This is an optimization exercise on Yosys and OpenROAD, whose aim is small area, a short achievable clock period and few clock cycles, not a production implementation. Only simulation tests tie the RTL to the original design; equivalence was not proved. Power is estimated from default activity; no workload was simulated.

## CONVCOR
module CONVCOR(clk, rst_n, in_valid, in_a, in_b, in_mode, out_valid, out);
Size in the first run: about 260 flip-flops, ~0.015 mm^2 of cells after synthesis.
Settings: LEC_CHECK=0, CAP_MARGIN=20, CORE_MARGIN=2, CORE_UTILIZATION=75, CTS_BUF_LIST=sky130_fd_sc_hd__clkbuf_16, CTS_CLUSTER_DIAMETER=100, CTS_CLUSTER_SIZE=30, SLEW_MARGIN=20; clock period 12.5 ns.
standard.sh (not shown) runs the stock make flow with config.mk's settings and CLKGATE_MAP_FILE= SYNTH_SCRIPT=/design/flow/synth_recipe.tcl, a recipe that flattens the netlist after the stock synthesis.
==> flow/flow/run.sh <==
#!/bin/bash
set -euo pipefail
bash standard.sh SETUP_SLACK_MARGIN=9 finish > standard_flow.log 2>&1
Testbench counts at the start, summed over its fixed seeds: cycles 14,544.
Rerun with:
- CORE_UTILIZATION: 75 -> 60
- CTS_BUF_LIST: sky130_fd_sc_hd__clkbuf_16 -> sky130_fd_sc_hd__clkbuf_8
- CTS_CLUSTER_DIAMETER: 100 -> default
Fmax decreases by 0.99%.
Sequential cell count stays the same.
Register-to-register slack improves by 0.06 ns.
Final cell count increases by 6.8%.
Synthesized cell count is unchanged.
Power increases by 9.9%.
Wire length increases by 0.96%.
First-iteration DRC count decreases by 11%.
Rerun with:
- CORE_UTILIZATION: 60 -> 70
- CTS_BUF_LIST: sky130_fd_sc_hd__clkbuf_8 -> sky130_fd_sc_hd__clkbuf_16
- CTS_CLUSTER_DIAMETER: default -> 120
- CTS_CLUSTER_SIZE: 30 -> 25
- The new run produced a clean layout
- sequential power stays flat
- synthesized area stays the same
- clock power came out lower by 39%
- clock skew decreases by 0.0063 ns
- fmax goes up by 0.80%
- final area shrinks by about 5%
- die area went down by 14%
- core utilization went up by 8.7 points
- setup slack gains 0.028 ns

---

CONVCOR again, from the RTL that the note above started with.
clock: 12.5 ns
lec_check: 0
cap_margin: 20
core_margin: 2
core_utilization: 40
slew_margin: 20
Scripts as last shown in full above: flow/flow/run.sh
The starting point passed the timing, DRC and antenna checks.
Testbench counts at the start, summed over its fixed seeds: cycles 14,544.
==> next run, changes <==
==> flow/flow/run.sh (replaced) <==
#!/bin/bash
set -euo pipefail
bash standard.sh SETUP_SLACK_MARGIN=9 "BUFFER_PORTS_ARGS=-buffer_cell sky130_fd_sc_hd__buf_1" finish > standard_flow.log 2>&1
Settings changed: CORE_UTILIZATION 40 to 60, CTS_BUF_LIST set to sky130_fd_sc_hd__clkbuf_16, CTS_CLUSTER_DIAMETER set to 150, CTS_CLUSTER_SIZE set to 20.
The new run completed without violations.
Flip-flop and latch count stays the same.
Synthesized area is unchanged.
Clock skew increases by 0.0044 ns.
Core utilization increases by 18 points.
Synthesized cell count does not change.
Final area decreases by a little under a tenth.
Global-route usage increases by 6.9 points.
Power decreases by roughly a tenth.
==> next run, changes <==
==> flow/flow/run.sh (replaced) <==
#!/bin/bash
set -euo pipefail
bash standard.sh SETUP_SLACK_MARGIN=8.9 finish > standard_flow.log 2>&1
Settings changed: CTS_CLUSTER_DIAMETER 150 to 120, CTS_CLUSTER_SIZE 20 to 25.
Outcome: Power shrinks by 0.49%. Core utilization went up by 0.59 points. Register-to-register slack degrades by 0.08 ns.
==> next run, changes <==
==> flow/flow/run.sh (replaced) <==
#!/bin/bash
set -euo pipefail
bash standard.sh SETUP_SLACK_MARGIN=9 "BUFFER_PORTS_ARGS=-buffer_cell sky130_fd_sc_hd__buf_1" finish > standard_flow.log 2>&1
Settings changed: CTS_CLUSTER_DIAMETER 120 to 90, CTS_CLUSTER_SIZE 25 to 30.
- final cell count is about the same
- routed wire length grows by 0.44%
- clock skew rose by 0.011 ns
- non-clock buffer count rose by 3
- clock power goes down by 9.3%
- core utilization came out lower by 0.79 points
- maximum frequency increases by 2.6%
- clock-buffer cell count falls by 2

---

CONVCOR again, from the RTL that the note above started with.
clock: 12.5 ns
lec_check: 0
cap_margin: 20
core_margin: 2
core_utilization: 40
cts_buf_list: sky130_fd_sc_hd__clkbuf_8
cts_cluster_size: 30
slew_margin: 20
==> flow/flow/run.sh <==
#!/bin/bash
set -euo pipefail
bash standard.sh SETUP_SLACK_MARGIN=9 finish > standard_flow.log 2>&1
The starting point ran to the end with no violations.
Testbench counts at the start, summed over its fixed seeds: cycles 14,544.
Edit:
==> flow/flow/run.sh (replaced) <==
#!/bin/bash
set -euo pipefail
bash standard.sh SETUP_SLACK_MARGIN=9 "BUFFER_PORTS_ARGS=-buffer_cell sky130_fd_sc_hd__buf_1" finish > standard_flow.log 2>&1
--- a/flow/config.mk
+++ b/flow/config.mk
@@ -9,5 +9,6 @@
 export CORE_MARGIN = 2
-export CORE_UTILIZATION = 40
-export CTS_BUF_LIST = sky130_fd_sc_hd__clkbuf_8
-export CTS_CLUSTER_SIZE = 30
+export CORE_UTILIZATION = 60
+export CTS_BUF_LIST = sky130_fd_sc_hd__clkbuf_16
+export CTS_CLUSTER_DIAMETER = 120
+export CTS_CLUSTER_SIZE = 25
 export SLEW_MARGIN = 20
Via count went down by a few percent. Final area shrinks by a little under a tenth. First-iteration DRC count climbs by a quarter to a third. Clock skew decreases by 0.023 ns. Total power falls by roughly a tenth. Clock-buffer cell count went down by 45. Global-route usage rises by 6.8 points. Worst setup slack improved by 0.078 ns. Utilization went up by 17 points. Fmax came out higher by a few percent. Area after synthesis does not change.
Edit:
==> flow/flow/run.sh (replaced) <==
#!/bin/bash
set -euo pipefail
bash standard.sh SETUP_SLACK_MARGIN=9 finish > standard_flow.log 2>&1
--- a/flow/config.mk
+++ b/flow/config.mk
@@ -9,6 +9,4 @@
 export CORE_MARGIN = 2
-export CORE_UTILIZATION = 60
-export CTS_BUF_LIST = sky130_fd_sc_hd__clkbuf_16
-export CTS_CLUSTER_DIAMETER = 120
-export CTS_CLUSTER_SIZE = 25
+export CORE_UTILIZATION = 70
+export CTS_CLUSTER_SIZE = 30
 export SLEW_MARGIN = 20
Effect: The new run went through all stages and came out clean. Total power rose by 11%. Count of clock-buffer cells in the layout rose by 22. Clock power rose by 63%. Non-clock buffer count is unchanged. Global-route usage rose by 5.1 points. Wire length rose by 5.8%.

-- what the ideal ports hide --
The flow's constraints put no driver on any port. The routed layouts listed below were extracted and timed again, unchanged, in two steps.
Step 1, drivers: a clkbuf_16 drives clk and a buf_2 each remaining input, both assumed.
Step 2 adds t to the input delays and takes it off the output delays; t is the mean of the earliest and latest rising clock arrival at the registers after step 1. Input paths then give back, and output paths get back, about the clock's delay inside the block.
a / b / c = ideal ports / drivers / drivers and shift; a / b = the first two.
run | t (ns) | setup WS [ns] | latest minus earliest clock arrival (ns) | slew at the worst register clock pin (ns)
the first run of note 1 | 0.538 | 9.029 / 8.981 / 8.617 | 0.028 / 0.027 | 0.11 / 0.11
the second run of note 1 | 0.593 | 8.994 / 8.948 / 8.666 | 0.026 / 0.027 | 0.06 / 0.06
the third run of note 1 | 0.552 | 9.022 / 8.974 / 8.635 | 0.021 / 0.022 | 0.11 / 0.11
the first run of note 2 | 0.612 | 8.978 / 8.925 / 8.621 | 0.010 / 0.010 | 0.06 / 0.06
the second run of note 2 | 0.534 | 9.031 / 8.984 / 9.004 | 0.015 / 0.015 | 0.09 / 0.09
the third run of note 2 | 0.540 | 8.945 / 8.898 / 8.648 | 0.026 / 0.026 | 0.10 / 0.10
the fourth run of note 2 | 0.540 | 9.035 / 8.987 / 9.007 | 0.030 / 0.030 | 0.11 / 0.11
the first run of note 3 | 0.615 | 8.957 / 8.911 / 8.620 | 0.043 / 0.043 | 0.06 / 0.06
the second run of note 3 | 0.540 | 9.035 / 8.988 / 8.954 | 0.021 / 0.021 | 0.10 / 0.10
the third run of note 3 | 0.582 | 9.015 / 8.966 / 8.629 | 0.021 / 0.022 | 0.07 / 0.07
After both steps setup and hold are still met in every run listed. For the first run of note 1, which loses most, drivers alone change the setup slack by -0.048 ns; drivers and shift together by -0.412 ns.
